Context: an optimization exercise on an open-source flow, tuned for small area. The choices shown serve that exercise and are no tape-out recipe. At most, simulation tests tie the RTL to the original design; equivalence was not proved. No functional check of the RTL was part of runs 4 to 6. No activity file was given, so power comes from the tool's default toggle rates.

**design/flow/design.v**
```verilog
module pwm_chan (
  input               clk_i,
  input               rst_ni,
  input               pwm_en_i,
  input               invert_i,
  input               blink_en_i,
  input               htbt_en_i,
  input        [15:0] phase_delay_i,
  input        [15:0] duty_cycle_a_i,
  input        [15:0] duty_cycle_b_i,
  input        [15:0] blink_param_x_i,
  input        [15:0] blink_param_y_i,
  input        [15:0] phase_ctr_i,
  input               phase_ovf_i,      
  input        [15:0] keep_i,           
  input               cycle_end_i,
  input               clr_chan_cntr_i,
  output logic        pwm_o
);
  function automatic logic ge16(input logic [15:0] a, input logic [15:0] b);
    logic c;
    c = 1'b1;
    for (int i = 0; i < 16; i++) c = (a[i] & ~b[i]) | ((a[i] | ~b[i]) & c);
    ge16 = c;
  endfunction
  logic blink_mode, htbt_mode;
  assign blink_mode = pwm_en_i & blink_en_i;
  assign htbt_mode  = blink_mode & htbt_en_i;
  logic [15:0] pd_m;
  logic        pd_nz;
  assign pd_m  = phase_delay_i & keep_i;
  assign pd_nz = |pd_m;
  logic [15:0] rel;
  logic        rel_brw;
  always_comb begin : p_rel
    logic br;
    br = 1'b0;
    for (int i = 0; i < 16; i++) begin
      rel[i] = phase_ctr_i[i] ^ pd_m[i] ^ br;
      br = (~phase_ctr_i[i] & pd_m[i]) | (~(phase_ctr_i[i] ^ pd_m[i]) & br);
    end
    rel_brw = br;
  end
  logic rel_top;
  assign rel_top = &(rel | ~keep_i);
  logic dc_update_pending, clr_dc_update, update;
  assign clr_dc_update = phase_ovf_i ? (~rel_brw & rel_top) : (~rel_brw | rel_top);
  assign update = pwm_en_i & (pd_nz ? (dc_update_pending & clr_dc_update) : cycle_end_i);
  always_ff @(posedge clk_i or negedge rst_ni) begin
    if (!rst_ni) begin
      dc_update_pending <= 1'b0;
    end else if (clr_chan_cntr_i) begin
      dc_update_pending <= 1'b0;
    end else if (pwm_en_i) begin
      dc_update_pending <= (dc_update_pending | (cycle_end_i & pd_nz)) & ~clr_dc_update;
    end
  end
  logic [15:0] blink_ctr_q, blink_dec, blink_low0;
  logic        blink_end;
  logic        blink_y_phase_q;
  logic        blink_step;
  assign blink_step = blink_mode & update;
  always_comb begin : p_blink_dec
    logic z;
    z = 1'b1;
    for (int i = 0; i < 16; i++) begin
      blink_low0[i] = z;
      z = z & ~blink_ctr_q[i];
    end
    blink_end = z;
  end
  assign blink_dec = blink_ctr_q ^ (blink_low0 & {16{blink_step}});
  always_ff @(posedge clk_i or negedge rst_ni) begin
    if (!rst_ni) begin
      blink_ctr_q     <= '0;
      blink_y_phase_q <= 1'b0;
    end else begin
      blink_ctr_q <= (clr_chan_cntr_i | (blink_step & blink_end & (blink_y_phase_q | htbt_en_i))) ? blink_param_x_i :
                     (blink_step & blink_end) ? blink_param_y_i : blink_dec;
      if (clr_chan_cntr_i | (blink_step & blink_end)) begin
        blink_y_phase_q <= ~(clr_chan_cntr_i | blink_y_phase_q | htbt_en_i);
      end
    end
  end
  logic [15:0] dc_htbt_q;
  logic        dc_wrap_q, htbt_falling;
  logic        pos_htbt, pattern_repeat;
  assign pos_htbt       = duty_cycle_a_i < duty_cycle_b_i;
  assign pattern_repeat = (duty_cycle_a_i == duty_cycle_b_i);
  logic [15:0] htbt_lim;
  logic        htbt_at_lim;
  assign htbt_lim = (htbt_falling == pos_htbt) ? duty_cycle_a_i : duty_cycle_b_i;
  assign htbt_at_lim = htbt_falling ? (htbt_lim >= dc_htbt_q) : (dc_htbt_q >= htbt_lim);
  logic htbt_reverse, htbt_sub, dc_htbt_end;
  assign htbt_reverse = htbt_at_lim | dc_wrap_q;
  assign htbt_sub     = htbt_falling ^ htbt_reverse;
  assign dc_htbt_end  = htbt_mode & update & blink_end;
  logic [16:0] htbt_sum;
  always_comb begin : p_htbt_sum
    logic c;
    logic [15:0] yy;
    yy = blink_param_y_i ^ {16{htbt_sub}};
    c  = ~htbt_sub;
    for (int i = 0; i < 16; i++) begin
      htbt_sum[i] = dc_htbt_q[i] ^ yy[i] ^ c;
      c = (dc_htbt_q[i] & yy[i]) | (c & (dc_htbt_q[i] ^ yy[i]));
    end
    htbt_sum[16] = dc_wrap_q ^ htbt_sub ^ c;
  end
  always_ff @(posedge clk_i or negedge rst_ni) begin
    if (!rst_ni) begin
      htbt_falling <= 1'b0;
      dc_wrap_q    <= 1'b0;
      dc_htbt_q    <= '0;
    end else if (clr_chan_cntr_i) begin
      htbt_falling <= ~pos_htbt;
      dc_wrap_q    <= 1'b0;
      dc_htbt_q    <= duty_cycle_a_i;
    end else if (dc_htbt_end) begin
      htbt_falling <= htbt_falling ^ htbt_reverse;
      dc_wrap_q    <= ~pattern_repeat & htbt_sum[16];
      dc_htbt_q    <= pattern_repeat ? duty_cycle_a_i : htbt_sum[15:0];
    end
  end
  logic [15:0] duty_cycle_actual, dc_m;
  assign duty_cycle_actual = htbt_mode ? (dc_wrap_q ? {16{pos_htbt}} : dc_htbt_q) :
                             (blink_en_i & blink_y_phase_q) ? duty_cycle_b_i : duty_cycle_a_i;
  assign dc_m = duty_cycle_actual & keep_i;
  logic pwm_int;
  assign pwm_int = pwm_en_i & ~ge16(rel, dc_m);
  always_ff @(posedge clk_i or negedge rst_ni) begin
    if (!rst_ni) begin
      pwm_o <= 1'b0;
    end else begin
      pwm_o <= pwm_int ^ invert_i;
    end
  end
endmodule
module pwm_core #(
  parameter int unsigned NOutputs = 6,
  parameter int unsigned PhaseCntDw = 16,
  parameter int unsigned BeatCntDw = 27,
  localparam int unsigned DcResnDw = $clog2(PhaseCntDw)
) (
  input                           clk_core_i,
  input                           rst_core_ni,
  input                           cfg_qe,
  input                           cntr_en_i,
  input [DcResnDw-1:0]            dc_resn_i,
  input [BeatCntDw-1:0]           clk_div_i,
  input                           pwm_en_qe,
  input [NOutputs-1:0]            pwm_en_i,
  input                           invert_qe,
  input [NOutputs-1:0]            invert_i,
  input [NOutputs-1:0]            param_qe,
  input [NOutputs-1:0]            blink_en_i,
  input [NOutputs-1:0]            htbt_en_i,
  input [NOutputs*PhaseCntDw-1:0] phase_delay_i,
  input [NOutputs-1:0]            duty_qe,
  input [NOutputs*PhaseCntDw-1:0] duty_a_i,
  input [NOutputs*PhaseCntDw-1:0] duty_b_i,
  input [NOutputs-1:0]            blink_qe,
  input [NOutputs*PhaseCntDw-1:0] blink_x_i,
  input [NOutputs*PhaseCntDw-1:0] blink_y_i,
  output logic [NOutputs-1:0]     pwm_o
);
  logic                 cntr_en_q;
  logic [BeatCntDw-1:0] clk_div_q;
  logic [DcResnDw-1:0]  dc_resn_q;
  logic [NOutputs-1:0]  pwm_en_q, invert_q;
  logic clr_phase_cntr;
  assign clr_phase_cntr = cfg_qe & cntr_en_i & ~cntr_en_q;
  always_ff @(posedge clk_core_i or negedge rst_core_ni) begin
    if (!rst_core_ni) begin
      pwm_en_q <= '0;
      invert_q <= '0;
    end else begin
      if (pwm_en_qe) pwm_en_q <= pwm_en_i;
      if (invert_qe) invert_q <= invert_i;
    end
  end
  logic [NOutputs-1:0] clr_chan_cntr;
  assign clr_chan_cntr = ({NOutputs{pwm_en_qe}} & pwm_en_i & ~pwm_en_q) |
                         ({NOutputs{invert_qe}} & (invert_i ^ invert_q)) |
                         param_qe | duty_qe | blink_qe;
  always_ff @(posedge clk_core_i or negedge rst_core_ni) begin
    if (!rst_core_ni) begin
      cntr_en_q <= 1'b0;
      dc_resn_q <= '0;
    end else begin
      if (cfg_qe) cntr_en_q <= cntr_en_i;
      if (clr_phase_cntr) dc_resn_q <= dc_resn_i;
    end
  end
  always_ff @(posedge clk_core_i) begin
    if (clr_phase_cntr) clk_div_q <= clk_div_i;
  end
  logic                 cntr_en;
  logic [BeatCntDw-1:0] clk_div;
  logic [DcResnDw-1:0]  dc_resn;
  assign cntr_en = cfg_qe ? cntr_en_i : cntr_en_q;
  assign dc_resn = clr_phase_cntr ? dc_resn_i : dc_resn_q;
  assign clk_div = clr_phase_cntr ? clk_div_i : clk_div_q;
  logic [BeatCntDw-1:0] beat_ctr_q, beat_ctr_nxt;
  logic                 beat_end;
  assign beat_end = (beat_ctr_q == clk_div);
  always_comb begin : p_beat_inc
    logic c;
    c = cntr_en;
    for (int i = 0; i < BeatCntDw; i++) begin
      beat_ctr_nxt[i] = (beat_ctr_q[i] ^ c) & ~(cntr_en & (clr_phase_cntr | beat_end));
      c = c & beat_ctr_q[i];
    end
  end
  always_ff @(posedge clk_core_i) begin
    beat_ctr_q <= beat_ctr_nxt;
  end
  logic [PhaseCntDw-1:0] keep;
  assign keep = ~({1'b0, {(PhaseCntDw-1){1'b1}}} >> dc_resn);
  logic [PhaseCntDw-1:0] phase_ctr_q, phase_ctr_next;
  logic                  phase_ctr_overflow;
  always_comb begin : p_phase_next
    logic c, t;
    c = 1'b0;
    for (int i = 0; i < PhaseCntDw; i++) begin
      t = c | (keep[i] & ((i == 0) ? 1'b1 : ~keep[i-1]));
      phase_ctr_next[i] = phase_ctr_q[i] ^ t;
      c = t & phase_ctr_q[i];
    end
    phase_ctr_overflow = c;
  end
  logic cycle_end;
  assign cycle_end = beat_end & phase_ctr_overflow;
  always_ff @(posedge clk_core_i or negedge rst_core_ni) begin
    if (!rst_core_ni) begin
      phase_ctr_q <= '0;
    end else if (clr_phase_cntr) begin
      phase_ctr_q <= '0;
    end else if (beat_end & cntr_en) begin
      phase_ctr_q <= phase_ctr_next;
    end
  end
  for (genvar ii = 0; ii < NOutputs; ii++) begin : gen_chan_insts
    pwm_chan u_chan (
      .clk_i            (clk_core_i),
      .rst_ni           (rst_core_ni),
      .pwm_en_i         (pwm_en_i[ii]),
      .invert_i         (invert_i[ii]),
      .blink_en_i       (blink_en_i[ii]),
      .htbt_en_i        (htbt_en_i[ii]),
      .phase_delay_i    (phase_delay_i[ii*PhaseCntDw +: PhaseCntDw]),
      .duty_cycle_a_i   (duty_a_i[ii*PhaseCntDw +: PhaseCntDw]),
      .duty_cycle_b_i   (duty_b_i[ii*PhaseCntDw +: PhaseCntDw]),
      .blink_param_x_i  (blink_x_i[ii*PhaseCntDw +: PhaseCntDw]),
      .blink_param_y_i  (blink_y_i[ii*PhaseCntDw +: PhaseCntDw]),
      .phase_ctr_i      (phase_ctr_q),
      .phase_ovf_i      (phase_ctr_overflow),
      .keep_i           (keep),
      .cycle_end_i      (cycle_end),
      .clr_chan_cntr_i  (clr_chan_cntr[ii]),
      .pwm_o            (pwm_o[ii])
    );
  end
endmodule
```
**design/flow/flow/run.sh**
```bash
#!/bin/bash
# Standard layout, with single-strength port buffers and a lighter clock tree.
set -euo pipefail
export BUFFER_PORTS_ARGS="-buffer_cell sky130_fd_sc_hd__buf_1"
export GPL_KEEP_OVERFLOW=0
export CTS_ARGS="-sink_clustering_enable -repair_clock_nets -dont_use_dummy_load -buf_list {sky130_fd_sc_hd__clkbuf_4} -root_buf sky130_fd_sc_hd__clkbuf_8 -sink_clustering_size 10 -sink_clustering_max_diameter 40"
bash standard.sh > standard.log 2>&1
```
**design/flow/standard.sh**
```bash
#!/bin/bash
# synth_recipe.tcl (not shown) runs the flow's synth.tcl, then flattens the netlist and writes it again
# the make line also repeats each setting of config.mk as NAME=value (left out here)
make -C /OpenROAD-flow-scripts/flow DESIGN_CONFIG=/design/flow/config.mk WORK_HOME=/design/flow/orfs CLKGATE_MAP_FILE= SYNTH_SCRIPT=/design/flow/synth_recipe.tcl "${@:-finish}"
```
**design/flow/config.mk**
```make
export PLATFORM = sky130hd
export DESIGN_NAME = pwm_core
export DESIGN_NICKNAME = pwm_core
export VERILOG_FILES = /design/flow/design.v
export SDC_FILE = /design/flow/constraint.sdc
export NUM_CORES = 4
export LEC_CHECK = 0
export CAP_MARGIN = 20
export CORE_MARGIN = 2
export CORE_UTILIZATION = 70
export PLACE_DENSITY = 0.8
export SLEW_MARGIN = 20
```
**design/flow/constraint.sdc**
```tcl
create_clock -name core_clock -period 14.0 [get_ports {clk_core_i}]
set_input_delay 2.8000 -clock core_clock [delete_from_list [all_inputs] [get_ports {clk_core_i}]]
set_output_delay 2.8000 -clock core_clock [all_outputs]
set_load 0.01 [all_outputs]
```
==> results of run 1 <==
==> cells by family (layout without fill, tap and decap cells) <==
kind of cell    count (synthesis)  in the layout  share of synthesized area, %
xor+xnor                      191            191                          5.18
compound gates               1152           1155                          22.1
buf+inv                       494           1002                          5.97
flops                         309            309                          23.1
other cells                     0             40                             0
simple gates                 1206           1208                          17.8
fa+ha+maj                     444            444                          21.2
mux                           141            141                          4.62
==> state kept, by name, indices dropped and copies added (netlist names) <==
| signal | count |
|---|---|
| beat_ctr_q | 27 |
| clk_div_q | 27 |
| cntr_en_q | 1 |
| dc_resn_q | 4 |
| gen_chan_insts.u_chan.blink_ctr_q | 96 |
| gen_chan_insts.u_chan.blink_y_phase_q | 6 |
| gen_chan_insts.u_chan.dc_htbt_q | 96 |
| gen_chan_insts.u_chan.dc_update_pending | 6 |
| gen_chan_insts.u_chan.dc_wrap_q | 6 |
| gen_chan_insts.u_chan.htbt_falling | 6 |
| gen_chan_insts.u_chan.pwm_o | 6 |
| invert_q | 6 |
| phase_ctr_q | 16 |
| pwm_en_q | 6 |
==> repair_timing <==
item	4_1_cts	5_1_grt
hold buffers	0	0
gates resized for setup	6	12
setup endpoints to repair	55	96
gates cloned	5	0
pin swaps	4	4
buffers inserted	0	16
==> critical path, delay by kind of cell <==
family	cells	cell delay, ps
compound gates	12	2820
simple gates	3	260
fa+ha+maj	17	6780
mux	1	330
buf+inv	5	490
xor+xnor	3	710
==> cell usage in the layout, fill, tap and decap left out, types with 16 or more instances in the layout <==
| master | instances |
|---|---|
| dfrtp_1 | 255 |
| or2_2 | 16 |
| diode_2 | 40 |
| nand2_1 | 495 |
| nor3_1 | 67 |
| o21ai_0 | 426 |
| nor2_1 | 221 |
| nor4_1 | 25 |
| and3_1 | 32 |
| a211oi_1 | 35 |
| a31oi_1 | 18 |
| buf_4 | 16 |
| xor2_1 | 140 |
| dfxtp_1 | 54 |
| nand3_1 | 49 |
| a221oi_1 | 22 |
| o22ai_1 | 24 |
| nand2b_1 | 26 |
| maj3_1 | 19 |
| clkbuf_4 | 60 |
| or4_1 | 23 |
| a22oi_1 | 20 |
| mux2_2 | 60 |
| xnor2_1 | 45 |
| mux2i_1 | 71 |
| and2_1 | 110 |
| o31ai_1 | 28 |
| buf_1 | 561 |
| ha_1 | 245 |
| a21o_1 | 56 |
| o211ai_1 | 71 |
| o21a_1 | 27 |
| nor2b_1 | 40 |
| o21ai_1 | 38 |
| a21oi_1 | 205 |
| nand4_1 | 49 |
| inv_1 | 311 |
| fa_1 | 180 |
| or3_1 | 17 |
==> metrics by stage <==
| stage | instance area (um^2) | total power [mW] | hold WS (ps) | TNS [ps] | setup WS, ps |
|---|---|---|---|---|---|
| 2_1_floorplan | 32300 | 3.59 | 450 | 0 | 48.7 |
| 3_3_place_gp | 34400 | 4.43 | 467 | -1511560 | -4750 |
| 3_5_place_dp | 35300 | 4.59 | 473 | -88880 | -1560 |
| 4_1_cts | 36000 | 5.24 | 493 | 0 | 28.6 |
| 5_1_grt | 36300 | 5.78 | 513 | -167 | -47.1 |
| 6_report | 36300 | 5.40 | 488 | 0 | 344 |
==> cell type report <==
class                      count  area share, %
inverter                     311           3.21
tap                          600           2.07
antenna                       40          0.275
sequential                   309           20.5
multi-input combinational   3139           64.4
clock buffer                  69           1.58
timing repair buffer         622           7.95
==> power groups by stage <==
stage          registers, mW  logic, mW  clock network [mW]
3_5_place_dp            1.16       3.43                   0
2_1_floorplan           1.11       2.48                   0
5_1_grt                 1.16       3.96               0.656
6_report                1.15       3.63               0.622
3_3_place_gp            1.15       3.28                   0
4_1_cts                 1.14       3.47               0.620
==> per-layer routing <==
| metal | vias up | global-route usage [%] |
|---|---|---|
| li1 | 15000 | - |
| met1 | 15400 | 58.1 |
| met2 | 2253 | 69.9 |
| met3 | 602 | 15.1 |
| met4 | 24 | 31.1 |
| met5 | - | 0 |
==> final timing paths <==
kind / end / slack, ps / cells past startpoint / startpoint
max in group asynchronous: gen_chan_insts[2].u_chan.blink_ctr_q[15] / 10710 / 4 / rst_core_ni
min: clk_div_q[23] / 490 / 1 / clk_div_q[23]
max reg2reg: gen_chan_insts[4].u_chan.dc_htbt_q[5] / 2130 / 41 / cntr_en_q
min reg2reg: clk_div_q[23] / 490 / 1 / clk_div_q[23]
max: gen_chan_insts[3].u_chan.dc_wrap_q / 340 / 41 / duty_b_i[49]
min in group asynchronous: gen_chan_insts[4].u_chan.blink_ctr_q[5] / 2170 / 1 / rst_core_ni
==> impl_metrics.env, run 1 <==
export IMPL_met2_length_mm=48.7
export IMPL_pin_count_of_the_biggest_net_entering_global_routing=38
export IMPL_worst_ep_arrival_time_ps=14190
export IMPL_die_y_um=219
export IMPL_p_leak_nw=16.2
export IMPL_power_ir_vdd_worst_mv=0.0873
export IMPL_power_net_switching_mw=2.62
export IMPL_cell_type_with_the_highest_occurrence_count_on_the_critical_path="fa_1"
export IMPL_crit_path_end_kind="register"
export IMPL_synth_yosys_warnings=2
export IMPL_wl_per_cell_um=22.4
export IMPL_initialDrtViolationCount=3909
export IMPL_drv_max_cap_violation_count=0
export IMPL_post_route_util_pct=79.9
export IMPL_fin_nets=5436
export IMPL_postSynth_asyncResetShare_pct=82.5
export IMPL_hpwl_mm=87.9
export IMPL_holdCritPathClass="register to register"
export IMPL_first_global_vias=31400
export IMPL_grt_total_usage_pct=46.8
export IMPL_count_of_nets_left_with_antenna_violations_after_detail_routing=0
export IMPL_post_synthesis_net_count=4921
export IMPL_setup_viol=0
export IMPL_placement_io_buffers=564
export IMPL_met3RoutedLength_mm=14.8
export IMPL_p_int_mw=2.78
export IMPL_tritoncts="built"
export IMPL_vias=33300
export IMPL_syn_to_final_growth_pct=12.5
export IMPL_detail_route_first_pass_iterations=7
export IMPL_cts_buffer_depth=3
export IMPL_placementRows=78
export IMPL_ys_seq_area_share_pct=23.1
export IMPL_yosys_cell_types_count=92
export IMPL_finalWeightedCongestion=1.04
export IMPL_htree_num_levels=3
export IMPL_synth_seq_cells=309
export IMPL_totalWireLength_mm=114
export IMPL_max_clock_freq_ghz=0.0732
export IMPL_synth_top_cells_by_count="nand2_1 (495), o21ai_0 (429), inv_1 (311)"
export IMPL_cts_buffers=69
export IMPL_postSynthCellCount=3937
export IMPL_pwr_share_seq_pct=21.3
export IMPL_core_area_um2=45500
export IMPL_multi_input_comb_area_um2=23400
export IMPL_clkSlewWorstSetupHoldPaths_ps=70
export IMPL_hold_viol=0
export IMPL_timing_max_slew_rel_slack_pct=19.9
export IMPL_num_fill_cells=3294
export IMPL_worst_skew_pair_late_latency_ps=710
export IMPL_antenna_found_initial=44
export IMPL_wl_met1_mm=41.6
export IMPL_cts_root_buffer_cell="clkbuf_8"
export IMPL_top_layer_used="met5"
export IMPL_placedCellCount=4959
export IMPL_grt_remaining_overflow=0
export IMPL_timing_final_crit_period_ps=13660
export IMPL_die_extent_in_x_um=219
export IMPL_final_max_slew_viol_count=0
export IMPL_routed_via_density=6.54
export IMPL_initial_core_util_pct=71.0
export IMPL_grt_pass1_wl_mm=172
export IMPL_cts_sinks=309
export IMPL_final_setup_skew_ps=93.4
export IMPL_synth_edf_count=0
export IMPL_worst_slew_pin_slew_ps=1200
export IMPL_p_sw_share_pct=48.6
export IMPL_nature_of_the_critical_path_startpoint="input port"
export IMPL_synth_top_cells_by_area="dfrtp_1 (20%), fa_1 (11%), ha_1 (9.5%)"
export IMPL_power_combinational_fraction_pct=67.2
export IMPL_synth_largest_type_area_fraction_pct=19.7
export IMPL_syn_mean_instance_area_um2=8.21
export IMPL_slowest_stage="a2111oi_0"
export IMPL_rsz0062_at_grt="yes"
export IMPL_crit_required_ps=14540
export IMPL_synthFlopType="dfrtp_1"
export IMPL_post_route_drc_count=0
export IMPL_synth_area_leader_cell="dfrtp_1"
export IMPL_final_min_period_over_clock_period_pct=97.5
export IMPL_io_pins=565
export IMPL_crit_path_max_fanout=9
export IMPL_power_density_nw_per_um2=149
export IMPL_synth_most_common_cell="nand2_1"
export IMPL_run_status="timing/DRC/antenna clean"
export IMPL_final_seq_area_um2=7460
export IMPL_final_layout_size_suffix_gt1_share_pct=6.34
export IMPL_crit_path_max_incr_delay_ps=590
export IMPL_area_of_the_die_um2=47900
export IMPL_setup_worst_path_class="input port to register"
export IMPL_post_layout_nonfiller_instances=5090
export IMPL_netlist_area_um2=32300
export IMPL_pwr_share_clk_pct=11.5
==> run 2, diff against run 1 <==
--- a/design/flow/flow/run.sh
+++ b/design/flow/flow/run.sh
@@ -4,3 +4,2 @@
 export BUFFER_PORTS_ARGS="-buffer_cell sky130_fd_sc_hd__buf_1"
-export GPL_KEEP_OVERFLOW=0
 export CTS_ARGS="-sink_clustering_enable -repair_clock_nets -dont_use_dummy_load -buf_list {sky130_fd_sc_hd__clkbuf_4} -root_buf sky130_fd_sc_hd__clkbuf_8 -sink_clustering_size 10 -sink_clustering_max_diameter 40"
--- a/design/flow/config.mk
+++ b/design/flow/config.mk
@@ -9,4 +9,4 @@
 export CORE_MARGIN = 2
-export CORE_UTILIZATION = 70
-export PLACE_DENSITY = 0.8
+export CORE_UTILIZATION = 73
+export PLACE_DENSITY = 0.85
 export SLEW_MARGIN = 20
==> run 2 against run 1 <==
Sequential share of layout area up 0.32 points. Final area decreased by 1.5%. Hold slack better by 12 ps. Largest cell class unchanged. Synthesized cell count stayed put.
==> impl_metrics.env, run 2 <==
export IMPL_die_y_um=214
export IMPL_routed_via_density=6.71
export IMPL_ys_seq_area_share_pct=23.1
export IMPL_final_layout_size_suffix_gt1_share_pct=6.17
export IMPL_grt_use_met3_pct=17.0
export IMPL_placementRows=77
export IMPL_setup_worst_path_class="input port to register"
export IMPL_p_leak_nw=16.1
export IMPL_htree_num_levels=2
export IMPL_layout_top_registers="gen_chan_insts.u_chan.blink_ctr_q: 96 flops, gen_chan_insts.u_chan.dc_htbt_q: 96 flops"
export IMPL_rsz0062_at_grt="no"
export IMPL_vias=34100
export IMPL_run_status="timing/DRC/antenna clean"
export IMPL_timing_hold_worst_path_depth=2
export IMPL_cts_buffer_depth=3
export IMPL_postSynthCellCount=3937
export IMPL_timing_max_slew_rel_slack_pct=23.3
export IMPL_yosys_cell_types_count=92
export IMPL_hpwl_mm=90.4
export IMPL_syn_to_final_growth_pct=10.7
export IMPL_area_of_the_die_um2=46000
export IMPL_p_sw_share_pct=49.4
export IMPL_power_ir_vdd_worst_mv=0.120
export IMPL_grt_remaining_overflow=0
export IMPL_most_used_routing_layer="met2"
export IMPL_worst_ep_arrival_time_ps=14000
export IMPL_setup_tns_after_final_layout_ps=0
export IMPL_nature_of_the_critical_path_startpoint="input port"
export IMPL_holdCritPathClass="register to register"
export IMPL_synth_top_cells_by_area="dfrtp_1 (20%), fa_1 (11%), ha_1 (9.5%)"
export IMPL_grt_pass1_wl_mm=179
export IMPL_first_global_vias=32600
export IMPL_grt_met1_usage_pct=60.8
export IMPL_power_net_switching_mw=2.63
export IMPL_syn_mean_instance_area_um2=8.21
export IMPL_placedCellCount=4985
export IMPL_worst_skew_pair_late_latency_ps=690
export IMPL_postCtsSetupBuffers=0
export IMPL_placement_io_buffers=564
export IMPL_slowest_stage="a2111oi_0"
export IMPL_crit_path_end_kind="register"
export IMPL_post_route_util_pct=81.4
export IMPL_power_density_nw_per_um2=149
export IMPL_grt_total_usage_pct=50.1
export IMPL_pwr_share_seq_pct=21.7
export IMPL_synth_largest_type_area_fraction_pct=19.7
export IMPL_final_cell_area_um2=35800
export IMPL_final_min_period_over_clock_period_pct=95.9
export IMPL_max_clock_freq_ghz=0.0745
export IMPL_hold_viol=0
export IMPL_cts_hold_buf=0
export IMPL_tritoncts="built"
export IMPL_die_extent_in_x_um=214
export IMPL_crit_path_max_incr_delay_ps=630
export IMPL_final_max_slew_viol_count=0
export IMPL_crit_required_ps=14570
export IMPL_synth_yosys_warnings=2
export IMPL_synth_most_common_cell="nand2_1"
export IMPL_most_common_layout_cells="buf_1 (563), nand2_1 (495), o21ai_0 (428)"
export IMPL_pin_count_of_the_biggest_net_entering_global_routing=77
export IMPL_setup_viol=0
export IMPL_drv_max_cap_violation_count=0
export IMPL_post_synthesis_net_count=4921
export IMPL_cts_resized_gates=0
export IMPL_worst_hold_slack_ps=500
export IMPL_totalWireLength_mm=118
export IMPL_core_area_um2=43900
export IMPL_cts_root_buffer_cell="clkbuf_8"
export IMPL_p_int_mw=2.69
export IMPL_wl_per_cell_um=23.2
export IMPL_cts_buffers=59
export IMPL_io_pins=565
export IMPL_cts_sinks=309
export IMPL_reg2regPathDepth=32
export IMPL_worst_slew_pin_slew_ps=1150
export IMPL_count_of_nets_left_with_antenna_violations_after_detail_routing=0
export IMPL_cell_type_with_the_highest_occurrence_count_on_the_critical_path="fa_1"
export IMPL_pwr_share_clk_pct=10.6
export IMPL_post_route_drc_count=0
export IMPL_initial_core_util_pct=73.5
export IMPL_timing_final_crit_period_ps=13420
export IMPL_synth_edf_count=0
export IMPL_fin_nets=5440
export IMPL_postPlaceCellArea_um2=35200
export IMPL_synthFlopType="dfrtp_1"
export IMPL_power_combinational_fraction_pct=67.8
export IMPL_synth_area_leader_cell="dfrtp_1"
export IMPL_postSynth_asyncResetShare_pct=82.5
export IMPL_final_setup_skew_ps=112
export IMPL_clkSlewWorstSetupHoldPaths_ps=100
export IMPL_initialDrtViolationCount=4224
export IMPL_post_layout_nonfiller_instances=5081
export IMPL_crit_path_max_fanout=13
export IMPL_finalWeightedCongestion=1.03
export IMPL_commonest_non_fill_non_tap_cell_in_the_layout="buf_1"
export IMPL_antenna_found_initial=35
export IMPL_synth_seq_cells=309
export IMPL_grt_util_met2_pct=74.7
export IMPL_synth_top_cells_by_count="nand2_1 (495), o21ai_0 (429), inv_1 (311)"
export IMPL_detail_route_first_pass_iterations=9
export IMPL_netlist_area_um2=32300
==> run 2: cell types whose count changed in the layout (fill, tap and decap cells not counted), sizes merged <==
cell / before / now
buf: 620 / 640
nand3b: 11 / 9
o21bai: 14 / 11
diode: 40 / 35
clkbuf: 71 / 60
==> run 2: power by group through the flow <==
stage / clock, mW / combinational (mW) / sequential [mW]
after floorplan: 0 / 2.48 / 1.11
after global placement: 0 / 3.33 / 1.15
after detailed placement: 0 / 3.44 / 1.16
after CTS: 0.553 / 3.47 / 1.14
after global routing: 0.590 / 3.93 / 1.16
final: 0.562 / 3.60 / 1.15
==> run 2: per-stage QoR <==
step | total power, mW | setup slack, ps
4_1_cts | 5.17 | 682
6_report | 5.32 | 578
5_1_grt | 5.68 | 136
2_1_floorplan | 3.59 | 48.7
3_3_place_gp | 4.48 | 301
3_5_place_dp | 4.60 | 53.2
==> run 2: kinds of logic (layout without fill, tap and decap cells) <==
kind of cell | after synthesis | after routing | share of synthesized area, %
AND/OR/NAND/NOR | 1206 | 1206 | 17.8
AO/OA/AOI/OAI | 1152 | 1152 | 22.1
buffers and inverters | 494 | 1011 | 5.97
adder cells (fa/ha/maj) | 444 | 444 | 21.2
flip-flops | 309 | 309 | 23.1
XOR/XNOR | 191 | 191 | 5.18
multiplexers | 141 | 141 | 4.62
other | 0 | 35 | 0
==> run 2: metal layers <==
layer / vias up / share of wire [%]
met1: 15700 / 35
met5: - / 0.098
met4: 18 / 8.6
met3: 743 / 14
li1: 15000 / -
met2: 2726 / 43
==> run 2: worst max-delay path: cells and delay by family <==
kind / cells / cell delay, ps
xor gates and xnor gates: 3 / 920
adders and majority gates: 17 / 6880
and+or+nand+nor: 4 / 690
buffers and inverters: 5 / 620
AOI/OAI and AO/OA: 9 / 2070
==> run 2: worst paths after layout <==
check | slack (ps) | startpoint | end
setup / recovery | 580 | duty_b_i[31] | gen_chan_insts[1].u_chan.dc_wrap_q
hold / removal | 500 | gen_chan_insts[1].u_chan.dc_htbt_q[9] | gen_chan_insts[1].u_chan.dc_htbt_q[9]
setup reg to reg | 2480 | cntr_en_q | gen_chan_insts[1].u_chan.blink_ctr_q[14]
hold reg to reg | 500 | gen_chan_insts[1].u_chan.dc_htbt_q[9] | gen_chan_insts[1].u_chan.dc_htbt_q[9]
max in group asynchronous | 10230 | rst_core_ni | gen_chan_insts[3].u_chan.dc_update_pending
min in group asynchronous | 2210 | rst_core_ni | gen_chan_insts[1].u_chan.blink_ctr_q[14]
==> run 2: layout make-up <==
| cell class | count | area, um^2 |
|---|---|---|
| timing repair buffer | 641 | 2730 |
| sequential | 309 | 7460 |
| clock buffer | 59 | 474 |
| antenna | 35 | 87.6 |
| fill | 3036 | 8160 |
| tap | 592 | 741 |
| inverter | 311 | 1170 |
| multi-input combinational | 3134 | 23100 |
==> run 3, diff against run 2 <==
--- a/design/flow/design.v
+++ b/design/flow/design.v
@@ -92,3 +92,6 @@
   assign htbt_lim = (htbt_falling == pos_htbt) ? duty_cycle_a_i : duty_cycle_b_i;
-  assign htbt_at_lim = htbt_falling ? (htbt_lim >= dc_htbt_q) : (dc_htbt_q >= htbt_lim);
+  logic htbt_ge, htbt_eq;
+  assign htbt_ge     = dc_htbt_q >= htbt_lim;
+  assign htbt_eq     = dc_htbt_q == htbt_lim;
+  assign htbt_at_lim = htbt_falling ? (~htbt_ge | htbt_eq) : htbt_ge;
   logic htbt_reverse, htbt_sub, dc_htbt_end;
--- a/design/flow/config.mk
+++ b/design/flow/config.mk
@@ -9,4 +9,4 @@
 export CORE_MARGIN = 2
-export CORE_UTILIZATION = 73
-export PLACE_DENSITY = 0.85
+export CORE_UTILIZATION = 65
+export PLACE_DENSITY = 0.75
 export SLEW_MARGIN = 20
==> run 3 against run 2 <==
Sequential share of layout area decreased by 0.25 points. Core utilization is 8.7 points lower. Global-route usage fell by 6.5 points. Non-clock buffer count increased by 7. Power decreased by 19%. Maximum frequency grew 0.34%. Hold slack worse by 11 ps. Critical endpoint is now gen_chan_insts[0].u_chan.dc_wrap_q.
==> impl_metrics.env, run 3 <==
export IMPL_clkSlewWorstSetupHoldPaths_ps=100
export IMPL_power_ir_vdd_worst_mv=0.114
export IMPL_setup_viol=0
export IMPL_syn_mean_instance_area_um2=8.17
export IMPL_placementRows=82
export IMPL_initialDrtViolationCount=3340
export IMPL_synth_seq_cells=309
export IMPL_pin_count_of_the_biggest_net_entering_global_routing=159
export IMPL_wl_per_cell_um=22.0
export IMPL_power_density_nw_per_um2=119
export IMPL_post_layout_nonfiller_instances=5230
export IMPL_fin_nets=5500
export IMPL_cts_hold_buf=0
export IMPL_crit_path_max_incr_delay_ps=630
export IMPL_cts_buffer_depth=3
export IMPL_grt_pass1_wl_mm=177
export IMPL_cts_root_buffer_cell="clkbuf_8"
export IMPL_synth_edf_count=0
export IMPL_die_extent_in_x_um=228
export IMPL_worst_path_dominant_cell_family="adder cells"
export IMPL_worst_ep_arrival_time_ps=13890
export IMPL_timing_final_crit_period_ps=13380
export IMPL_cell_type_with_the_highest_occurrence_count_on_the_critical_path="fa_1"
export IMPL_io_pins=565
export IMPL_hold_viol=0
export IMPL_grt_total_usage_pct=43.6
export IMPL_placement_io_buffers=564
export IMPL_initial_core_util_pct=65.4
export IMPL_detail_route_first_pass_iterations=7
export IMPL_synth_most_common_cell="nand2_1"
export IMPL_cts_buffers=68
export IMPL_crit_path_end_kind="register"
export IMPL_core_area_um2=49800
export IMPL_crit_path_max_fanout=6
export IMPL_hpwl_mm=90.3
export IMPL_setup_worst_path_class="input port to register"
export IMPL_holdCritPathClass="register to register"
export IMPL_postSynth_asyncResetShare_pct=82.5
export IMPL_synth_top_cells_by_area="dfrtp_1 (20%), fa_1 (11%), ha_1 (9.4%)"
export IMPL_count_of_nets_left_with_antenna_violations_after_detail_routing=0
export IMPL_layout_top_registers="gen_chan_insts.u_chan.blink_ctr_q: 96 flops, gen_chan_insts.u_chan.dc_htbt_q: 96 flops"
export IMPL_crit_required_ps=14520
export IMPL_commonest_non_fill_non_tap_cell_in_the_layout="buf_1"
export IMPL_yosys_cell_types_count=96
export IMPL_post_synthesis_net_count=4970
export IMPL_antenna_found_initial=50
export IMPL_netlist_area_um2=32500
export IMPL_cts_resized_gates=0
export IMPL_totalWireLength_mm=115
export IMPL_slowest_stage="or4b_2"
export IMPL_crit_buf_inv=3
export IMPL_final_min_period_over_clock_period_pct=95.6
export IMPL_rsz0062_at_grt="no"
export IMPL_synth_top_cells_by_count="nand2_1 (439), o21ai_0 (391), inv_1 (334)"
export IMPL_htree_num_levels=3
export IMPL_synthFlopType="dfrtp_1"
export IMPL_first_global_vias=31500
export IMPL_placedCellCount=5118
export IMPL_synth_largest_type_area_fraction_pct=19.6
export IMPL_grt_remaining_overflow=0
export IMPL_postCtsSetupBuffers=0
export IMPL_postSynthCellCount=3986
export IMPL_timing_max_slew_rel_slack_pct=27.1
export IMPL_run_status="timing/DRC/antenna clean"
export IMPL_worst_hold_slack_ps=489
export IMPL_num_fill_cells=4190
export IMPL_worst_slew_pin_slew_ps=1090
export IMPL_syn_to_final_growth_pct=11.3
export IMPL_worst_skew_pair_late_latency_ps=690
export IMPL_p_leak_nw=16.1
export IMPL_routed_via_density=6.35
export IMPL_grt_met1_usage_pct=56.4
export IMPL_die_y_um=228
export IMPL_synth_area_leader_cell="dfrtp_1"
export IMPL_pre_cts_ws_ps=-4.08
export IMPL_grt_util_met2_pct=65.8
export IMPL_area_of_the_die_um2=51900
export IMPL_finalPower_mw=4.29
export IMPL_final_setup_skew_ps=83.9
export IMPL_nature_of_the_critical_path_startpoint="input port"
export IMPL_tritoncts="built"
export IMPL_post_route_worst_setup_slack_ps=623
export IMPL_max_clock_freq_ghz=0.0748
export IMPL_vias=33200
export IMPL_most_used_routing_layer="met2"
export IMPL_drv_max_cap_violation_count=0
export IMPL_finalWeightedCongestion=1.01
export IMPL_final_layout_size_suffix_gt1_share_pct=6.07
export IMPL_final_max_slew_viol_count=0
export IMPL_most_common_layout_cells="buf_1 (563), nand2_1 (439), o21ai_0 (390)"
export IMPL_synth_yosys_warnings=2
export IMPL_cts_sinks=309
export IMPL_ys_seq_area_share_pct=22.9
export IMPL_post_route_drc_count=0
export IMPL_grt_use_met3_pct=12.4
## run 3: path summary, 6_finish.rpt
check / startpoint / end / slack, ps / cells past startpoint
max: duty_a_i[7] / gen_chan_insts[0].u_chan.dc_wrap_q / 620 / 42
min: clk_div_q[10] / clk_div_q[10] / 490 / 1
max reg2reg: cntr_en_q / gen_chan_insts[2].u_chan.blink_ctr_q[13] / 2860 / 33
min reg2reg: clk_div_q[10] / clk_div_q[10] / 490 / 1
max in group asynchronous: rst_core_ni / gen_chan_insts[4].u_chan.dc_update_pending / 10470 / 2
min in group asynchronous: rst_core_ni / gen_chan_insts[2].u_chan.blink_ctr_q[4] / 2090 / 1
## run 3: stage by stage
step / cell area, um^2 / setup TNS (ps) / util, %
2_1_floorplan: 32600 / 0 / -
3_3_place_gp: 35500 / 0 / 71.4
3_5_place_dp: 35500 / -4.08 / 71.4
4_1_cts: 36100 / 0 / 72.6
5_1_grt: 36200 / 0 / 72.7
6_report: 36200 / 0 / 72.8
## run 3: worst reg2reg max path, delay by kind of cell (launching register included)
family                   cells  cell delay [ps]
adder cells (fa/ha/maj)     16             6170
AND/OR/NAND/NOR              6             2040
AO/OA/AOI/OAI                7             1860
multiplexers                 1              410
flip-flops                   1              390
buffers and inverters        3              200
## run 3: where the power goes
group          total, mW  leakage [nW]  internal, mW  switching (mW)
logic               2.56          12.3          1.06            1.50
clock network      0.620         0.336         0.251           0.369
registers           1.11          3.51         0.997           0.116
total               4.29          16.1          2.31            1.98
## run 3: cell type report
cell class	instances	area [um^2]	share of cell area, %
inverter	339	1270	3.51
multi-input combinational	3150	23200	64.0
clock buffer	68	567	1.56
sequential	309	7460	20.6
antenna	44	110	0.304
tap	672	841	2.32
timing repair buffer	648	2790	7.70
## run 3: routing by layer
layer  share of wire [%]  wire length (um)
met4                 6.1              7040
met1                  39             44700
met3                  12             13300
met2                  43             49900
met5                0.16               187
## run 3: kinds of logic (layout without fill, tap and decap cells)
family	count (synthesis)	after routing	share of synthesized area (%)
AOI/OAI and AO/OA	1166	1166	22.1
xor gates and xnor gates	201	201	5.41
adders and majority gates	443	443	21.0
buffers and inverters	527	1055	6.37
DFF	309	309	22.9
muxes	151	151	5.07
other	0	44	0
and+or+nand+nor	1189	1189	17.1
==> run 4, diff against run 3 <==
--- a/design/flow/design.v
+++ b/design/flow/design.v
@@ -57,7 +57,5 @@
   end
-  logic [15:0] blink_ctr_q, blink_dec, blink_low0;
+  logic [15:0] blink_ctr_q, blink_dec;
   logic        blink_end;
   logic        blink_y_phase_q;
-  logic        blink_step;
-  assign blink_step = blink_mode & update;
   always_comb begin : p_blink_dec
@@ -66,3 +64,3 @@
     for (int i = 0; i < 16; i++) begin
-      blink_low0[i] = z;
+      blink_dec[i] = blink_ctr_q[i] ^ z;
       z = z & ~blink_ctr_q[i];
@@ -71,3 +69,4 @@
   end
-  assign blink_dec = blink_ctr_q ^ (blink_low0 & {16{blink_step}});
+  logic blink_step;
+  assign blink_step = blink_mode & update;
   always_ff @(posedge clk_i or negedge rst_ni) begin
@@ -76,7 +75,11 @@
       blink_y_phase_q <= 1'b0;
-    end else begin
-      blink_ctr_q <= (clr_chan_cntr_i | (blink_step & blink_end & (blink_y_phase_q | htbt_en_i))) ? blink_param_x_i :
-                     (blink_step & blink_end) ? blink_param_y_i : blink_dec;
-      if (clr_chan_cntr_i | (blink_step & blink_end)) begin
-        blink_y_phase_q <= ~(clr_chan_cntr_i | blink_y_phase_q | htbt_en_i);
+    end else if (clr_chan_cntr_i) begin
+      blink_ctr_q     <= blink_param_x_i;
+      blink_y_phase_q <= 1'b0;
+    end else if (blink_step) begin
+      if (blink_end) begin
+        blink_ctr_q     <= (blink_y_phase_q | htbt_en_i) ? blink_param_x_i : blink_param_y_i;
+        blink_y_phase_q <= ~(blink_y_phase_q | htbt_en_i);
+      end else begin
+        blink_ctr_q     <= blink_dec;
       end
@@ -87,3 +90,3 @@
   logic        pos_htbt, pattern_repeat;
-  assign pos_htbt       = duty_cycle_a_i < duty_cycle_b_i;
+  assign pos_htbt       = ~ge16(duty_cycle_a_i, duty_cycle_b_i);
   assign pattern_repeat = (duty_cycle_a_i == duty_cycle_b_i);
@@ -91,7 +94,4 @@
   logic        htbt_at_lim;
-  assign htbt_lim = (htbt_falling == pos_htbt) ? duty_cycle_a_i : duty_cycle_b_i;
-  logic htbt_ge, htbt_eq;
-  assign htbt_ge     = dc_htbt_q >= htbt_lim;
-  assign htbt_eq     = dc_htbt_q == htbt_lim;
-  assign htbt_at_lim = htbt_falling ? (~htbt_ge | htbt_eq) : htbt_ge;
+  assign htbt_lim    = (htbt_falling == pos_htbt) ? duty_cycle_a_i : duty_cycle_b_i;
+  assign htbt_at_lim = htbt_falling ? ge16(htbt_lim, dc_htbt_q) : ge16(dc_htbt_q, htbt_lim);
   logic htbt_reverse, htbt_sub, dc_htbt_end;
@@ -191,2 +191,3 @@
       cntr_en_q <= 1'b0;
+      clk_div_q <= '0;
       dc_resn_q <= '0;
@@ -194,7 +195,7 @@
       if (cfg_qe) cntr_en_q <= cntr_en_i;
-      if (clr_phase_cntr) dc_resn_q <= dc_resn_i;
-    end
-  end
-  always_ff @(posedge clk_core_i) begin
-    if (clr_phase_cntr) clk_div_q <= clk_div_i;
+      if (clr_phase_cntr) begin
+        clk_div_q <= clk_div_i;
+        dc_resn_q <= dc_resn_i;
+      end
+    end
   end
@@ -206,3 +207,3 @@
   assign clk_div = clr_phase_cntr ? clk_div_i : clk_div_q;
-  logic [BeatCntDw-1:0] beat_ctr_q, beat_ctr_nxt;
+  logic [BeatCntDw-1:0] beat_ctr_q, beat_inc;
   logic                 beat_end;
@@ -211,5 +212,5 @@
     logic c;
-    c = cntr_en;
+    c = 1'b1;
     for (int i = 0; i < BeatCntDw; i++) begin
-      beat_ctr_nxt[i] = (beat_ctr_q[i] ^ c) & ~(cntr_en & (clr_phase_cntr | beat_end));
+      beat_inc[i] = beat_ctr_q[i] ^ c;
       c = c & beat_ctr_q[i];
@@ -217,4 +218,8 @@
   end
-  always_ff @(posedge clk_core_i) begin
-    beat_ctr_q <= beat_ctr_nxt;
+  always_ff @(posedge clk_core_i or negedge rst_core_ni) begin
+    if (!rst_core_ni) begin
+      beat_ctr_q <= '0;
+    end else if (cntr_en) begin
+      beat_ctr_q <= (clr_phase_cntr | beat_end) ? '0 : beat_inc;
+    end
   end
==> design/flow/flow/run.sh (replaced) <==
#!/bin/bash
# Standard layout, with single-strength port buffers and no CTS dummy loads.
set -euo pipefail
export BUFFER_PORTS_ARGS="-buffer_cell sky130_fd_sc_hd__buf_1"
export CTS_ARGS="-sink_clustering_enable -repair_clock_nets -dont_use_dummy_load"
bash standard.sh > standard.log 2>&1
--- a/design/flow/config.mk
+++ b/design/flow/config.mk
@@ -9,4 +9,3 @@
 export CORE_MARGIN = 2
-export CORE_UTILIZATION = 65
-export PLACE_DENSITY = 0.75
+export CORE_UTILIZATION = 40
 export SLEW_MARGIN = 20
==> run 4 against run 3 <==
Still clean on timing, DRC and antenna. Power is 30% higher. Worst setup slack worse by 110 ps. Non-clock buffer count up 37. Register-to-register slack improved by 710 ps. Die area is 76% higher. Final area rose by 12%. Critical path type unchanged.
==> impl_metrics.env, run 4 <==
export IMPL_power_density_nw_per_um2=137
export IMPL_post_synthesis_net_count=5470
export IMPL_cts_hold_buf=0
export IMPL_final_seq_area_um2=7730
export IMPL_initialDrtViolationCount=2822
export IMPL_max_clock_freq_ghz=0.0741
export IMPL_placedCellCount=6063
export IMPL_complex_gate_fraction_of_the_synthesized_area_pct=20.5
export IMPL_crit_path_max_incr_delay_ps=510
export IMPL_cts_sinks=309
export IMPL_timing_final_crit_period_ps=13490
export IMPL_worst_slew_pin_slew_ps=1020
export IMPL_die_extent_in_x_um=302
export IMPL_vias=34200
export IMPL_layout_top_registers="gen_chan_insts.u_chan.blink_ctr_q: 96 flops, gen_chan_insts.u_chan.dc_htbt_q: 96 flops"
export IMPL_synth_edf_count=0
export IMPL_cts_buffers=42
export IMPL_final_layout_size_suffix_gt1_share_pct=7.94
export IMPL_multi_input_comb_area_um2=25400
export IMPL_synth_top_cells_by_area="dfrtp_1 (22%), ha_1 (11%), fa_1 (10%)"
export IMPL_synth_most_common_cell="nand2_1"
export IMPL_crit_required_ps=14480
export IMPL_setup_worst_path_class="input port to register"
export IMPL_yosys_cell_types_count=94
export IMPL_syn_mean_instance_area_um2=8.06
export IMPL_postSynth_asyncResetShare_pct=100
export IMPL_placementRows=109
export IMPL_power_ir_vdd_worst_mv=0.107
export IMPL_worst_reg2reg_setup_slack_ps=3570
export IMPL_synth_xor_area_share_pct=3.45
export IMPL_netlist_area_um2=35600
export IMPL_io_pins=565
export IMPL_pin_count_of_the_biggest_net_entering_global_routing=75
export IMPL_drv_max_cap_violation_count=0
export IMPL_post_layout_nonfiller_instances=6131
export IMPL_core_area_um2=88200
export IMPL_routed_via_density=5.58
export IMPL_tritoncts="built"
export IMPL_synthFlopType="dfrtp_1"
export IMPL_timing_max_slew_rel_slack_pct=32.2
export IMPL_finalWeightedCongestion=0.939
export IMPL_synth_yosys_warnings=2
export IMPL_placement_io_buffers=564
export IMPL_final_max_slew_viol_count=0
export IMPL_first_global_vias=32800
export IMPL_nature_of_the_critical_path_startpoint="input port"
export IMPL_most_common_layout_cells="nand2_1 (565), buf_1 (562), inv_1 (498)"
export IMPL_htree_num_levels=2
export IMPL_holdCritPathClass="register to register"
export IMPL_p_leak_nw=18.3
export IMPL_cts_root_buffer_cell="clkbuf_16"
export IMPL_area_of_the_die_um2=91300
export IMPL_finalPower_mw=5.56
export IMPL_setup_viol=0
export IMPL_cts_buffer_depth=3
export IMPL_yosys_area_share_simple_pct=16.5
export IMPL_synth_seq_cells=309
export IMPL_synth_mux_area_share_pct=7.88
export IMPL_final_setup_skew_ps=41.4
export IMPL_commonest_non_fill_non_tap_cell_in_the_layout="nand2_1"
export IMPL_worst_skew_pair_late_latency_ps=590
export IMPL_slowest_stage="fa_1"
export IMPL_post_route_drc_count=0
export IMPL_hpwl_mm=109
export IMPL_fin_nets=5997
export IMPL_grt_remaining_overflow=0
export IMPL_worst_hold_slack_ps=473
export IMPL_antenna_found_initial=51
export IMPL_postSynthCellCount=4415
export IMPL_crit_path_max_fanout=5
export IMPL_crit_path_end_kind="register"
export IMPL_run_status="timing/DRC/antenna clean"
export IMPL_cell_type_with_the_highest_occurrence_count_on_the_critical_path="fa_1"
export IMPL_ys_seq_area_share_pct=21.7
export IMPL_num_fill_cells=9009
export IMPL_wl_per_cell_um=22.5
export IMPL_count_of_nets_left_with_antenna_violations_after_detail_routing=0
export IMPL_hold_viol=0
export IMPL_clkSlewWorstSetupHoldPaths_ps=50
export IMPL_syn_to_final_growth_pct=14.2
export IMPL_synth_largest_type_area_fraction_pct=21.7
export IMPL_final_cell_area_um2=40600
export IMPL_postCtsSetupBuffers=0
export IMPL_grt_pass1_wl_mm=204
export IMPL_rsz0062_at_grt="no"
export IMPL_die_y_um=302
export IMPL_postPlaceCellArea_um2=39500
export IMPL_largest_family_of_logic_cells_by_synthesized_area="adder cells"
export IMPL_synth_area_leader_cell="dfrtp_1"
export IMPL_initial_core_util_pct=40.3
export IMPL_grt_total_usage_pct=29.5
export IMPL_worst_ep_arrival_time_ps=13970
export IMPL_synth_top_cells_by_count="nand2_1 (565), inv_1 (498), o21ai_0 (465)"
export IMPL_post_route_util_pct=46.0
export IMPL_totalWireLength_mm=138
export IMPL_detail_route_first_pass_iterations=6
export IMPL_final_min_period_over_clock_period_pct=96.3
export IMPL_synthAdderAreaFrac_pct=22.3
[run 4: cell types whose count changed after synthesis, moves of 17 or more]
| cell | before | now |
|---|---|---|
| xor2_1 | 154 | 88 |
| a211oi_1 | 50 | 80 |
| a21oi_1 | 299 | 237 |
| nand2_1 | 439 | 565 |
| mux2_2 | 46 | 131 |
| dfxtp_1 | 54 | 0 |
| o21a_1 | 28 | 11 |
| nor2b_1 | 38 | 19 |
| inv_1 | 334 | 498 |
| o21ai_0 | 391 | 465 |
| mux2i_1 | 90 | 126 |
| dfrtp_1 | 255 | 309 |
| ha_1 | 245 | 316 |
[run 4: final cells by class]
| class | instances | area share (%) |
|---|---|---|
| Clock buffer | 42 | 2.59 |
| Tap cell | 1165 | 3.59 |
| Sequential cell | 309 | 19.0 |
| Timing Repair Buffer | 685 | 7.58 |
| Multi-Input combinational cell | 3402 | 62.4 |
| Antenna cell | 26 | 0.160 |
| Inverter | 502 | 4.64 |
[run 4: kinds of logic (layout without fill, tap and decap cells)]
logic type                 after synthesis  in the layout
and+or+nand+nor                       1288           1288
AOI/OAI and AO/OA                     1184           1184
buffers and inverters                  704           1229
adders and majority gates              533            533
DFF                                    309            309
muxes                                  260            260
xor gates and xnor gates               137            137
other                                    0             26
[run 4: timing repair]
action,in CTS,in global routing
gates resized for setup,0,4
setup endpoints to repair,0,2
endpoints found under the hold margin,0,0
[run 4: worst max-delay path, delay by kind of cell]
family,cells,cell delay (ps)
compound gates,12,2690
buf+inv,4,380
fa+ha+maj,17,6890
simple gates,7,1210
[run 4: through the flow]
| step | TNS [ps] | worst slack (ps) |
|---|---|---|
| 2_1_floorplan | 0 | 581 |
| 3_3_place_gp | 0 | 95.0 |
| 3_5_place_dp | -30.9 | -30.9 |
| 4_1_cts | 0 | 532 |
| 5_1_grt | 0 | 4.69 |
| 6_report | 0 | 511 |
[run 4: power by group]
| part | leakage [nW] | switching [mW] | internal [mW] |
|---|---|---|---|
| clock | 0.518 | 0.410 | 0.523 |
| combinational | 14.0 | 2.04 | 1.41 |
| sequential | 3.74 | 0.148 | 1.03 |
[run 4: path summary, 6_finish.rpt]
kind,startpoint,end,cells past startpoint
worst max-delay path,duty_a_i[70],gen_chan_insts[4].u_chan.dc_wrap_q,40
worst min-delay path,gen_chan_insts[1].u_chan.blink_ctr_q[7],gen_chan_insts[1].u_chan.blink_ctr_q[7],2
worst max register to register,gen_chan_insts[4].u_chan.htbt_falling,gen_chan_insts[4].u_chan.dc_wrap_q,35
worst min register to register,gen_chan_insts[1].u_chan.blink_ctr_q[7],gen_chan_insts[1].u_chan.blink_ctr_q[7],2
max in group asynchronous,rst_core_ni,gen_chan_insts[4].u_chan.pwm_o,4
min in group asynchronous,rst_core_ni,gen_chan_insts[3].u_chan.blink_ctr_q[7],1
[run 4: layer usage]
metal | GRT usage [%] | wire length, um | up-vias
li1 | - | - | 16400
met1 | 38.7 | 58800 | 16300
met2 | 47.2 | 62500 | 1213
met3 | 6.96 | 11400 | 281
met4 | 11.0 | 5080 | 54
met5 | 0 | 361 | -
==> run 5, diff against run 4 <==
--- a/design/flow/config.mk
+++ b/design/flow/config.mk
@@ -9,3 +9,4 @@
 export CORE_MARGIN = 2
-export CORE_UTILIZATION = 40
+export CORE_UTILIZATION = 65
+export PLACE_DENSITY = 0.75
 export SLEW_MARGIN = 20
==> run 5 against run 4 <==
Still clean. Power is 1.3% lower. Wire length decreased by 10%. Hold slack better by 2.8 ps. Non-clock buffer count shrank 12. Core utilization increased by 28 points. Worst setup slack better by 59 ps. Die area down 38%. Register-to-register slack worse by 150 ps. Largest cell class unchanged. Largest power group unchanged.
==> impl_metrics.env, run 5 <==
export IMPL_synth_most_common_cell="nand2_1"
export IMPL_met3RoutedLength_mm=14.4
export IMPL_final_max_slew_viol_count=0
export IMPL_worst_slew_pin_slew_ps=1170
export IMPL_detail_route_first_pass_iterations=9
export IMPL_initialDrtViolationCount=3320
export IMPL_crit_required_ps=14390
export IMPL_antenna_found_initial=56
export IMPL_netlist_area_um2=35600
export IMPL_run_status="timing/DRC/antenna clean"
export IMPL_synth_xor_area_share_pct=3.45
export IMPL_power_net_switching_mw=2.56
export IMPL_met2_length_mm=54.6
export IMPL_final_layout_size_suffix_gt1_share_pct=7.84
export IMPL_vias=35500
export IMPL_drv_max_cap_violation_count=0
export IMPL_wl_met1_mm=46.9
export IMPL_totalWireLength_mm=124
export IMPL_p_int_mw=2.93
export IMPL_placementRows=85
export IMPL_largest_family_of_logic_cells_by_synthesized_area="adder cells"
export IMPL_initial_core_util_pct=66.0
export IMPL_worst_ep_arrival_time_ps=13820
export IMPL_io_pins=565
export IMPL_setup_viol=0
export IMPL_syn_mean_instance_area_um2=8.06
export IMPL_crit_path_max_incr_delay_ps=530
export IMPL_top_layer_used="met5"
export IMPL_timing_final_crit_period_ps=13430
export IMPL_postSynth_asyncResetShare_pct=100
export IMPL_clkSlewWorstSetupHoldPaths_ps=50
export IMPL_worst_skew_pair_late_latency_ps=590
export IMPL_cts_root_buffer_cell="clkbuf_16"
export IMPL_placedCellCount=5579
export IMPL_fin_nets=5982
export IMPL_holdCritPathClass="register to register"
export IMPL_layout_top_registers="gen_chan_insts.u_chan.blink_ctr_q: 96 flops, gen_chan_insts.u_chan.dc_htbt_q: 96 flops"
export IMPL_synth_top_cells_by_area="dfrtp_1 (22%), ha_1 (11%), fa_1 (10%)"
export IMPL_ys_seq_area_share_pct=21.7
export IMPL_most_common_layout_cells="nand2_1 (565), buf_1 (561), inv_1 (498)"
export IMPL_complex_gate_fraction_of_the_synthesized_area_pct=20.5
export IMPL_yosys_area_share_simple_pct=16.5
export IMPL_post_synthesis_net_count=5470
export IMPL_commonest_non_fill_non_tap_cell_in_the_layout="nand2_1"
export IMPL_cts_buffer_depth=3
export IMPL_post_route_drc_count=0
export IMPL_grt_total_usage_pct=43.1
export IMPL_synth_top_cells_by_count="nand2_1 (565), inv_1 (498), o21ai_0 (465)"
export IMPL_p_sw_share_pct=46.6
export IMPL_grt_remaining_overflow=0
export IMPL_pin_count_of_the_biggest_net_entering_global_routing=68
export IMPL_power_density_nw_per_um2=137
export IMPL_core_area_um2=53900
export IMPL_pwr_share_clk_pct=16.0
export IMPL_syn_to_final_growth_pct=12.2
export IMPL_hpwl_mm=97.5
export IMPL_num_fill_cells=4331
export IMPL_final_min_period_over_clock_period_pct=95.9
export IMPL_final_cell_area_um2=39900
export IMPL_pwr_share_seq_pct=21.6
export IMPL_die_extent_in_x_um=238
export IMPL_cts_hold_buf=0
export IMPL_first_global_vias=33900
export IMPL_nature_of_the_critical_path_startpoint="input port"
export IMPL_timing_max_slew_rel_slack_pct=22.1
export IMPL_synth_yosys_warnings=2
export IMPL_synth_seq_cells=309
export IMPL_cell_type_with_the_highest_occurrence_count_on_the_critical_path="fa_1"
export IMPL_die_y_um=238
export IMPL_yosys_cell_types_count=94
export IMPL_synthFlopType="dfrtp_1"
export IMPL_htree_num_levels=2
export IMPL_synth_edf_count=0
export IMPL_area_of_the_die_um2=56600
export IMPL_p_leak_nw=18.2
export IMPL_count_of_nets_left_with_antenna_violations_after_detail_routing=0
export IMPL_final_setup_skew_ps=54.8
export IMPL_wl_per_cell_um=21.9
export IMPL_finalWeightedCongestion=1.01
export IMPL_routed_via_density=6.26
export IMPL_rsz0062_at_grt="no"
export IMPL_setup_worst_path_class="input port to register"
export IMPL_synthAdderAreaFrac_pct=22.3
export IMPL_max_clock_freq_ghz=0.0745
export IMPL_placement_io_buffers=564
export IMPL_cts_buffers=39
export IMPL_postPlaceCellArea_um2=38700
export IMPL_synth_area_leader_cell="dfrtp_1"
export IMPL_power_combinational_fraction_pct=62.4
export IMPL_crit_path_end_kind="register"
export IMPL_hold_viol=0
export IMPL_crit_path_max_fanout=11
export IMPL_slowest_stage="o211ai_1"
export IMPL_power_ir_vdd_worst_mv=0.105
export IMPL_tritoncts="built"
export IMPL_grt_pass1_wl_mm=189
export IMPL_cts_sinks=309
export IMPL_post_layout_nonfiller_instances=5664
export IMPL_postSynthCellCount=4415
export IMPL_synth_largest_type_area_fraction_pct=21.7
export IMPL_synth_mux_area_share_pct=7.88
==> run 5: worst paths after layout <==
check | startpoint | endpoint | slack [ps] | depth (start not counted)
max reg2reg | cntr_en_q | gen_chan_insts[2].u_chan.dc_htbt_q[11] | 3420 | 34
max | duty_a_i[81] | gen_chan_insts[5].u_chan.dc_wrap_q | 570 | 38
min in group asynchronous | rst_core_ni | gen_chan_insts[0].u_chan.blink_ctr_q[10] | 2310 | 1
max in group asynchronous | rst_core_ni | gen_chan_insts[1].u_chan.blink_ctr_q[10] | 9030 | 4
min reg2reg | gen_chan_insts[1].u_chan.blink_ctr_q[9] | gen_chan_insts[1].u_chan.blink_ctr_q[9] | 480 | 2
min | gen_chan_insts[1].u_chan.blink_ctr_q[9] | gen_chan_insts[1].u_chan.blink_ctr_q[9] | 480 | 2
==> run 5: repair_timing <==
item	CTS	global route
setup endpoints to repair	0	1
gates resized for setup	0	17
setup buffers	0	2
==> run 5: stage by stage <==
stage | hold WS [ps] | worst slack, ps | utilization (%) | setup TNS [ps] | total power [mW]
after global placement | 460 | 25.5 | 71.8 | 0 | 4.41
final | 476 | 570 | 74.0 | 0 | 5.49
after floorplan | 450 | 581 | - | 0 | 3.51
after CTS | 480 | 286 | 73.6 | 0 | 5.39
after global routing | 499 | 0.677 | 73.9 | 0 | 5.87
after detailed placement | 470 | -224 | 71.8 | -224 | 4.50
==> run 5: cell families (layout without fill, tap and decap cells) <==
family                   Yosys count  after routing
AND/OR/NAND/NOR                 1288           1288
AO/OA/AOI/OAI                   1184           1184
buffers and inverters            704           1214
adder cells (fa/ha/maj)          533            533
flip-flops                       309            309
multiplexers                     260            260
XOR/XNOR                         137            137
other                              0             43
==> run 5: routing by layer <==
metal | vias to the layer above | global-route usage, %
li1 | 16400 | -
met1 | 16700 | 54.0
met2 | 1930 | 67.2
met3 | 487 | 12.1
met4 | 30 | 24.5
met5 | - | 0
==> run 5: power groups by stage <==
stage	logic [mW]	clock network, mW	registers [mW]
floorplan	2.38	0	1.13
global placement	3.22	0	1.19
detailed placement	3.31	0	1.19
CTS	3.33	0.882	1.18
global route	3.76	0.917	1.20
finish	3.42	0.878	1.18
==> run 5: area by class of cell <==
type,instances,area [um^2],area share (%)
clock buffer,39,976,2.45
tap,696,871,2.18
sequential,309,7730,19.4
timing repair buffer,673,2960,7.41
multi-input combinational,3402,25400,63.6
inverter,502,1880,4.72
antenna,43,108,0.270
==> run 5: worst max-delay path: cells and delay by family <==
family,cells,cell delay (ps)
AO/OA/AOI/OAI,11,2190
XOR/XNOR,2,720
adder cells (fa/ha/maj),16,6500
buffers and inverters,5,690
AND/OR/NAND/NOR,4,900
==> run 6, diff against run 5 <==
--- a/design/flow/config.mk
+++ b/design/flow/config.mk
@@ -9,4 +9,5 @@
 export CORE_MARGIN = 2
-export CORE_UTILIZATION = 65
-export PLACE_DENSITY = 0.75
+export CORE_UTILIZATION = 40
+export CTS_BUF_LIST = sky130_fd_sc_hd__clkbuf_4 sky130_fd_sc_hd__clkbuf_8
+export GPL_TIMING_DRIVEN = 0
 export SLEW_MARGIN = 20
==> run 6 against run 5 <==
Still clean. Hold slack got worse by 2.3 ps. Sequential cell count did not move. Critical path depth rose by 10. Sequential share of layout area fell by 0.58 points. Non-clock buffer count rose by 137. Critical endpoint is now gen_chan_insts[4].u_chan.dc_htbt_q[11]. Largest cell class unchanged. Largest power group unchanged.
==> impl_metrics.env, run 6 <==
export IMPL_placement_io_buffers=560
export IMPL_commonest_non_fill_non_tap_cell_in_the_layout="nand2_1"
export IMPL_yosys_cell_types_count=94
export IMPL_synth_yosys_warnings=2
export IMPL_worst_hold_slack_ps=473
export IMPL_io_pins=565
export IMPL_worst_path_dominant_cell_family="compound AO/OA/AOI/OAI gates"
export IMPL_grt_pass1_wl_mm=214
export IMPL_synth_most_common_cell="nand2_1"
export IMPL_worst_reg2reg_setup_slack_ps=2400
export IMPL_crit_path_max_fanout=10
export IMPL_pre_cts_ws_ps=-1100
export IMPL_max_clock_freq_ghz=0.0735
export IMPL_post_route_drc_count=0
export IMPL_worst_ep_arrival_time_ps=14030
export IMPL_die_extent_in_x_um=302
export IMPL_pin_count_of_the_biggest_net_entering_global_routing=31
export IMPL_htree_num_levels=2
export IMPL_post_route_worst_setup_slack_ps=386
export IMPL_synth_edf_count=0
export IMPL_worstReg2RegStart="cntr_en_q"
export IMPL_placedCellCount=6157
export IMPL_syn_mean_instance_area_um2=8.06
export IMPL_wl_per_cell_um=23.4
export IMPL_hpwl_mm=118
export IMPL_post_layout_nonfiller_instances=6262
export IMPL_synthFlopType="dfrtp_1"
export IMPL_synth_area_leader_cell="dfrtp_1"
export IMPL_crit_required_ps=14410
export IMPL_timing_critical_path_depth=48
export IMPL_worst_slew_pin_slew_ps=1280
export IMPL_synth_seq_cells=309
export IMPL_tritoncts="built"
export IMPL_layout_top_registers="gen_chan_insts.u_chan.blink_ctr_q: 96 flops, gen_chan_insts.u_chan.dc_htbt_q: 96 flops"
export IMPL_reg2regPathDepth=47
export IMPL_run_status="timing/DRC/antenna clean"
export IMPL_crit_buf_inv=7
export IMPL_slowest_stage="clkbuf_1"
export IMPL_setup_tns_after_final_layout_ps=0
export IMPL_most_common_layout_cells="nand2_1 (564), buf_1 (554), inv_1 (498)"
export IMPL_detail_route_first_pass_iterations=8
export IMPL_clkSlewWorstSetupHoldPaths_ps=50
export IMPL_grt_remaining_overflow=0
export IMPL_cell_type_with_the_highest_occurrence_count_on_the_critical_path="ha_1"
export IMPL_placementRows=109
export IMPL_p_leak_nw=18.4
export IMPL_cts_sinks=309
export IMPL_timing_final_crit_period_ps=13610
export IMPL_synth_largest_type_area_fraction_pct=21.7
export IMPL_final_max_slew_viol_count=0
export IMPL_synth_top_cells_by_count="nand2_1 (565), inv_1 (498), o21ai_0 (465)"
export IMPL_finalPower_mw=5.65
export IMPL_num_fill_cells=9079
export IMPL_cts_buffers=42
export IMPL_cts_buffer_depth=3
export IMPL_initialDrtViolationCount=3284
export IMPL_drv_max_cap_violation_count=0
export IMPL_postSynth_asyncResetShare_pct=100
export IMPL_setup_viol=0
export IMPL_count_of_nets_left_with_antenna_violations_after_detail_routing=0
export IMPL_r2r_end="gen_chan_insts[4].u_chan.dc_htbt_q[11]"
export IMPL_finalWeightedCongestion=0.959
export IMPL_routed_via_density=5.65
export IMPL_core_area_um2=88200
export IMPL_fin_nets=6122
export IMPL_totalWireLength_mm=146
export IMPL_worst_skew_pair_late_latency_ps=610
export IMPL_vias=35400
export IMPL_initial_core_util_pct=40.3
export IMPL_cts_root_buffer_cell="clkbuf_16"
export IMPL_ys_seq_area_share_pct=21.7
## run 6: cell counts after synthesis
Identical to the previous run, type by type.
## run 6: repair_timing
action | CTS | global route
buffers inserted | 3 | 27
hold buffers | 0 | 0
gates resized for setup | 8 | 60
endpoints found under the setup margin | 6 | 12
pin swaps | 4 | 18
## run 6: worst min-delay path by stage
stage | to | slack [ps] | depth (start not counted)
4_1_cts | gen_chan_insts[2].u_chan.blink_ctr_q[3] | 480 | 2
5_1_grt | gen_chan_insts[4].u_chan.blink_ctr_q[14] | 500 | 2
3_5_place_dp | gen_chan_insts[4].u_chan.blink_ctr_q[13] | 470 | 2
3_3_place_gp | gen_chan_insts[0].u_chan.blink_ctr_q[14] | 460 | 2
6_report | gen_chan_insts[2].u_chan.blink_ctr_q[8] | 470 | 2
2_1_floorplan | gen_chan_insts[0].u_chan.blink_ctr_q[0] | 450 | 2
## run 6: kinds of logic (layout without fill, tap and decap cells)
family                   after synthesis  in the layout  share of synthesized area [%]
XOR/XNOR                             137            137                           3.45
AO/OA/AOI/OAI                       1184           1184                           20.5
buffers and inverters                704           1354                           7.66
flip-flops                           309            309                           21.7
multiplexers                         260            260                           7.88
AND/OR/NAND/NOR                     1288           1288                           16.5
adder cells (fa/ha/maj)              533            533                           22.3
other                                  0             32                              0
## run 6: power by group
group	switching, mW	internal [mW]	total [mW]
Combinational	2.10	1.43	3.53
Sequential	0.145	1.03	1.18
Clock	0.423	0.523	0.947
## run 6: stage by stage
stage          utilization (%)  cell area [um^2]
6_report                  46.6             41200
5_1_grt                   46.6             41100
4_1_cts                   46.1             40600
3_5_place_dp              44.8             39500
3_3_place_gp              44.4             39100
2_1_floorplan                -             35600
## run 6: metal layers
| metal | routed length, um | up-vias | track usage, % |
|---|---|---|---|
| met2 | 65900 | 1364 | 50.0 |
| met3 | 12000 | 318 | 7.37 |
| met1 | 62300 | 17000 | 40.8 |
| met5 | 355 | - | 0 |
| li1 | - | 16600 | - |
| met4 | 5780 | 50 | 11.7 |
## run 6: tightest hold or removal path, delay by kind of cell, from the launching register on
| kind | cells | cell delay [ps] |
|---|---|---|
| compound gates | 1 | 60 |
| flops | 1 | 340 |
| simple gates | 1 | 40 |
## run 6: layout make-up
| cell class | instances | area, um^2 | area share [%] |
|---|---|---|---|
| multi-input cells | 3402 | 25400 | 61.7 |
| inverters | 502 | 1880 | 4.58 |
| clock buffers | 42 | 1050 | 2.55 |
| diodes | 32 | 80.1 | 0.195 |
| repair buffers | 608 | 2680 | 6.50 |
| well taps | 1165 | 1460 | 3.54 |
| flip-flops and latches | 309 | 7730 | 18.8 |
| plain buffers | 202 | 863 | 2.10 |

Check on run 6: ideal ports give 0.386 ns setup slack; a clkbuf_16 on the clock port and buf_2 on the inputs give 0.403 ns; moving port delays by the midpoint clock arrival (0.642 ns) as well gives -0.239 ns.
